From an optimization exercise on the open Yosys and OpenROAD flow, aimed at small area; shortcuts taken in it are not production practice.
In this exercise RTL edits were held to simulation tests only and were not proved equivalent to the original.
The clock port is modelled as an ideal driver; clocking choices that lean on that would not hold on a real chip.
Power and IR drop assume default switching activity.

## CPU
module CPU (
    input clk,
    input rst,
    input botao_ligar_agora,
    input botao_enviar_agora,
    input [17:0] instrucao_completa,
    output reg flag_clear_memoria,
    output reg flag_escrever,
    output [7:0] lcd_data,
    output lcd_rs,
    output lcd_rw,
    output lcd_e,
    output lcd_on,
    output lcd_blon
);
    assign lcd_on = 1'b1;
    assign lcd_blon = 1'b1;
    localparam OP_LOAD = 3'b000;
    localparam OP_ADD = 3'b001;
    localparam OP_ADDI = 3'b010;
    localparam OP_SUB = 3'b011;
    localparam OP_SUBI = 3'b100;
    localparam OP_MUL = 3'b101;
    localparam OP_CLEAR = 3'b110;
    localparam OP_DISPLAY = 3'b111;
    localparam S_DESLIGADO = 2'd0,
               S_AGUARDANDO = 2'd1,
               S_EXECUTANDO = 2'd2;
    reg [1:0] estado;
    reg sistema_ligado;
    wire flag_ligar, flag_enviar;
    debounce_Botao detector_ligar (
        .clk(clk), .rst(rst),
        .botaoAgora(botao_ligar_agora), .botaoPressionado(flag_ligar)
    );
    debounce_Botao detector_enviar (
        .clk(clk), .rst(rst),
        .botaoAgora(botao_enviar_agora), .botaoPressionado(flag_enviar)
    );
    always @(posedge clk) begin
        if (rst)
            sistema_ligado <= 1'b0;
        else if (flag_ligar)
            sistema_ligado <= ~sistema_ligado;
    end
    always @(posedge clk) begin
        if (~sistema_ligado)
            estado <= S_DESLIGADO;
        else begin
            case (estado)
                S_DESLIGADO: estado <= S_AGUARDANDO;
                S_AGUARDANDO: if (flag_enviar) estado <= S_EXECUTANDO;
  ...
Size in the first run: about 910 cells after synthesis, about 37 I/O pins, roughly 11000 um2 of cells after synthesis.
Settings: LEC_CHECK=0, CAP_MARGIN=20, CORE_MARGIN=2, CORE_UTILIZATION=40, CTS_CLUSTER_DIAMETER=90, CTS_CLUSTER_SIZE=32, PLACE_DENSITY=0.6, SLEW_MARGIN=20; clock period 18.0 ns.
run.sh (not shown) runs the stock make flow with config.mk's settings and CLKGATE_MAP_FILE= SYNTH_SCRIPT=/design/flow/synth_recipe.tcl, a recipe that flattens the netlist after the stock synthesis.
Change:
==> flow/flow/run.sh (new file) <==
#!/bin/bash
# Standard layout, with two changes: ports are buffered with the smallest
# buffer, and clock tree synthesis adds no dummy loads.
cp standard.sh standard_sh_copy.txt
export BUFFER_PORTS_ARGS="-buffer_cell sky130_fd_sc_hd__buf_1"
export CTS_ARGS="-sink_clustering_enable -repair_clock_nets -dont_use_dummy_load -sink_clustering_size 25 -sink_clustering_max_diameter 80"
bash standard.sh > standard.log 2>&1
==> flow/standard.sh (new file) <==
#!/bin/bash
# synth_recipe.tcl (not shown) runs the flow's synth.tcl, then flattens the netlist and writes it again
# the make line also repeats each setting of config.mk as NAME=value (left out here)
make -C /OpenROAD-flow-scripts/flow DESIGN_CONFIG=/design/flow/config.mk WORK_HOME=/design/flow/orfs CLKGATE_MAP_FILE= SYNTH_SCRIPT=/design/flow/synth_recipe.tcl "${@:-finish}"
- CTS_CLUSTER_DIAMETER: 90 -> 80
- CTS_CLUSTER_SIZE: 32 -> 25
removed: flow/run.sh
The changed run completed with no timing, DRC or antenna violations. Clock power falls by about 2%. Design area goes down by 2.0%. Total power shrinks by 0.88%. Utilization went down by 0.91 points. Worst setup slack improves by 0.77 ns.
Change:
==> flow/flow/run.sh (replaced) <==
#!/bin/bash
# The standard layout (standard.sh), with two changes: the ports are
# buffered with the smallest buffer (buf_1) instead of the default choice,
# and clock tree synthesis inserts no dummy loads. Everything else,
# synthesis included, is the standard flow. Its output goes to
# standard.log in the work folder.
export BUFFER_PORTS_ARGS="-buffer_cell sky130_fd_sc_hd__buf_1"
export CTS_ARGS="-sink_clustering_enable -repair_clock_nets -dont_use_dummy_load -sink_clustering_size 25 -sink_clustering_max_diameter 80"
bash standard.sh > standard.log 2>&1
Non-clock buffer count does not change. Worst setup slack is unchanged. Synthesized area does not change.
Change:
--- a/flow/flow/run.sh
+++ b/flow/flow/run.sh
@@ -7,3 +7,3 @@
 export BUFFER_PORTS_ARGS="-buffer_cell sky130_fd_sc_hd__buf_1"
-export CTS_ARGS="-sink_clustering_enable -repair_clock_nets -dont_use_dummy_load -sink_clustering_size 25 -sink_clustering_max_diameter 80"
+export CTS_ARGS="-sink_clustering_enable -repair_clock_nets -dont_use_dummy_load -sink_clustering_size 36 -sink_clustering_max_diameter 60"
 bash standard.sh > standard.log 2>&1
- CORE_UTILIZATION: 40 -> 65
- PLACE_DENSITY: 0.6 -> 0.85
What happened: The new run finished clean. Critical path depth is unchanged. Setup slack gets better by 0.010 ns. Synthesized cell count stays the same. Area after synthesis is unchanged. Via count rose by about 1.4%. Sequential power barely changes. Register-to-register slack gets better by 0.05 ns. Die area came out lower by about 38%.
Change:
==> flow/run.sh (new file) <==
#!/bin/bash
# synth_recipe.tcl (not shown) runs the flow's synth.tcl, then flattens the netlist and writes it again
# the make line also repeats each setting of config.mk as NAME=value (left out here)
make -C /OpenROAD-flow-scripts/flow DESIGN_CONFIG=/design/flow/config.mk WORK_HOME=/design/flow/orfs CLKGATE_MAP_FILE= SYNTH_SCRIPT=/design/flow/synth_recipe.tcl finish
- CAP_MARGIN: 20 -> 0
- CORE_UTILIZATION: 65 -> 40
- CTS_CLUSTER_DIAMETER: 80 -> 60
- CTS_CLUSTER_SIZE: 25 -> 20
- PLACE_DENSITY: 0.85 -> 0.6
- SLEW_MARGIN: 20 -> 0
removed: flow/flow/run.sh
removed: flow/standard.sh
Effect:
- The new run passed the timing, design-rule and antenna checks
- power rises by about a fifth
- maximum frequency falls by roughly a tenth
- first-iteration DRC count falls by a little under a tenth
- synthesized cell count does not change
- non-clock buffer count falls by 1
- setup slack gets worse by 0.78 ns
- sequential power barely changes
- cell area rises by a few percent
- final cell count rises by about a fifth

* * *

CPU again, from the RTL that the note above started with.
Settings: LEC_CHECK=0, CAP_MARGIN=20, CORE_MARGIN=2, CORE_UTILIZATION=40, CTS_CLUSTER_DIAMETER=80, CTS_CLUSTER_SIZE=25, PLACE_DENSITY=0.6, SLEW_MARGIN=20; clock period 18.0 ns.
Stock flow here: none of the scripts above is used.
Then changed:
==> flow/flow/run.sh (new file) <==
#!/bin/bash
# Standard layout, with three changes: ports are buffered with the smallest
# buffer, clock tree synthesis adds no dummy loads, and after clock tree
# synthesis cells with slack to spare are downsized.
export BUFFER_PORTS_ARGS="-buffer_cell sky130_fd_sc_hd__buf_1"
export CTS_ARGS="-sink_clustering_enable -repair_clock_nets -dont_use_dummy_load -sink_clustering_size 25 -sink_clustering_max_diameter 80"
export POST_CTS_TCL="$(pwd)/flow/post_cts.tcl"
bash standard.sh > standard.log 2>&1
==> flow/flow/post_cts.tcl (new file) <==
# Area recovery: downsize cells on paths with slack to spare, then
# legalize the placement again.
repair_timing -recover_power 100 -verbose
detailed_placement
check_placement -verbose
==> flow/standard.sh (new file) <==
#!/bin/bash
# synth_recipe.tcl (not shown) runs the flow's synth.tcl, then flattens the netlist and writes it again
# the make line also repeats each setting of config.mk as NAME=value (left out here)
make -C /OpenROAD-flow-scripts/flow DESIGN_CONFIG=/design/flow/config.mk WORK_HOME=/design/flow/orfs CLKGATE_MAP_FILE= SYNTH_SCRIPT=/design/flow/synth_recipe.tcl "${@:-finish}"
removed: flow/run.sh
Outcome: The changed run went through all stages and came out clean; clock-buffer cell count falls by 6; die area stays the same; hold slack is worse by 16 ps; routed wire length stays flat; setup slack is better by 770 ps; non-clock buffer count rises by 1; synthesized cell count does not change; global-route usage hardly moves; clock power falls by about 7%; sequential cell count stays the same; total power falls by about 2.7%.

* * *

Another version of the RTL of CPU (not shown whole).
Size in the first run: about 910 cells after synthesis, roughly 360 flip-flops.
clock: 18.0 ns
lec_check: 0
cap_margin: 20
core_margin: 2
core_utilization: 40
cts_cluster_diameter: 80
cts_cluster_size: 28
place_density: 0.6
slew_margin: 20
standard.sh (not shown) runs the stock make flow with config.mk's settings and CLKGATE_MAP_FILE= SYNTH_SCRIPT=/design/flow/synth_recipe.tcl, a recipe that flattens the netlist after the stock synthesis.
==> flow/flow/run.sh <==
#!/bin/bash
# The standard layout (standard.sh), with two changes: the ports are
# buffered with the smallest buffer (buf_1) instead of the default choice,
# and clock tree synthesis inserts no dummy loads (its sink clusters of up
# to 28 flip-flops within 80 um, as in config.mk). Everything else,
# synthesis included, is the standard flow. Its output goes to
# standard.log in the work folder.
export BUFFER_PORTS_ARGS="-buffer_cell sky130_fd_sc_hd__buf_1"
export CTS_ARGS="-sink_clustering_enable -repair_clock_nets -dont_use_dummy_load -sink_clustering_size 28 -sink_clustering_max_diameter 80"
bash standard.sh > standard.log 2>&1
Next try:
--- a/flow/flow/run.sh
+++ b/flow/flow/run.sh
@@ -2,6 +2,5 @@
 # The standard layout (standard.sh), with two changes: the ports are
 # buffered with the smallest buffer (buf_1) instead of the default choice,
-# and clock tree synthesis inserts no dummy loads (its sink clusters of up
-# to 28 flip-flops within 80 um, as in config.mk). Everything else,
+# and clock tree synthesis inserts no dummy loads. Everything else,
 # synthesis included, is the standard flow. Its output goes to
 # standard.log in the work folder.
- CTS_CLUSTER_SIZE: 28 -> 25
What happened: The changed run finished clean; final cell count is unchanged; setup slack stays the same; final area is unchanged; global-route usage does not change; total power is unchanged; synthesized area is unchanged; routed wire length does not change.

* * *

RTL: one of the versions met above, not the one the previous note started from.
Size in the first run: roughly 360 flip-flops, ~37 I/O pins, roughly 11000 sq um of cells after synthesis.
clock: 18.0 ns
lec_check: 0
cap_margin: 20
core_margin: 2
core_utilization: 40
cts_cluster_diameter: 80
cts_cluster_size: 25
place_density: 0.6
slew_margin: 20
==> flow/flow/run.sh <==
#!/bin/bash
# The standard layout (standard.sh), with two changes: the ports are
# buffered with the smallest buffer (buf_1) instead of the default choice,
# and clock tree synthesis inserts no dummy loads. Everything else,
# synthesis included, is the standard flow. Its output goes to
# standard.log in the work folder.
export BUFFER_PORTS_ARGS="-buffer_cell sky130_fd_sc_hd__buf_1"
export CTS_ARGS="-sink_clustering_enable -repair_clock_nets -dont_use_dummy_load -sink_clustering_size 30 -sink_clustering_max_diameter 70"
bash standard.sh > standard.log 2>&1
==> next run, changes <==
==> flow/run.sh (new file) <==
#!/bin/bash
# synth_recipe.tcl (not shown) runs the flow's synth.tcl, then flattens the netlist and writes it again
# the make line also repeats each setting of config.mk as NAME=value (left out here)
make -C /OpenROAD-flow-scripts/flow DESIGN_CONFIG=/design/flow/config.mk WORK_HOME=/design/flow/orfs CLKGATE_MAP_FILE= SYNTH_SCRIPT=/design/flow/synth_recipe.tcl finish
Settings changed: CORE_UTILIZATION 40 to 65, CTS_CLUSTER_DIAMETER 80 to 60, PLACE_DENSITY 0.6 to 0.8.
removed: flow/flow/run.sh
removed: flow/standard.sh
Area after synthesis does not change.
Design area rose by about 2%.
Via count rose by about 1.1%.

## separate check: timing with driven ports
The results above use ideal ports. As a check the final layouts listed here were re-extracted and re-timed, cells and wires unchanged.
Step 1 sets driving cells, clkbuf_16 on the clock port and buf_2 on the other inputs (assumed; they add their load-dependent delay and slew).
Step 2 moves the port delays by t, midway between the first and last clock arrival at a register: inputs arrive t later, outputs are due t later. That takes back most of the time a late clock gives input paths.
a / b / c = ideal / step 1 / step 2; a / b = the first two.
| run | t (ns) | setup slack, ns | cell pins on the clock port's net |
|---|---|---|---|
| the first run of note 1 | 0.548 | 9.537 / 9.505 / 9.505 | 1 |
| the second run of note 1 | 0.539 | 10.308 / 10.283 / 10.283 | 1 |
| the third run of note 1 | 0.539 | 10.308 / 10.283 / 10.283 | 1 |
| the fourth run of note 1 | 0.524 | 10.319 / 10.293 / 10.293 | 1 |
| the fifth run of note 1 | 0.583 | 9.540 / 9.508 / 9.508 | 1 |
| the first run of note 2 | 0.548 | 9.537 / 9.505 / 9.505 | 1 |
| the second run of note 2 | 0.542 | 10.308 / 10.283 / 10.283 | 1 |
| the first run of note 3 | 0.522 | 10.314 / 10.292 / 10.292 | 1 |
| the second run of note 3 | 0.522 | 10.314 / 10.292 / 10.292 | 1 |
| the first run of note 4 | 0.529 | 10.306 / 10.281 / 10.281 | 1 |
| the second run of note 4 | 0.553 | 9.557 / 9.525 / 9.525 | 1 |
After both steps every run listed still meets setup and hold.
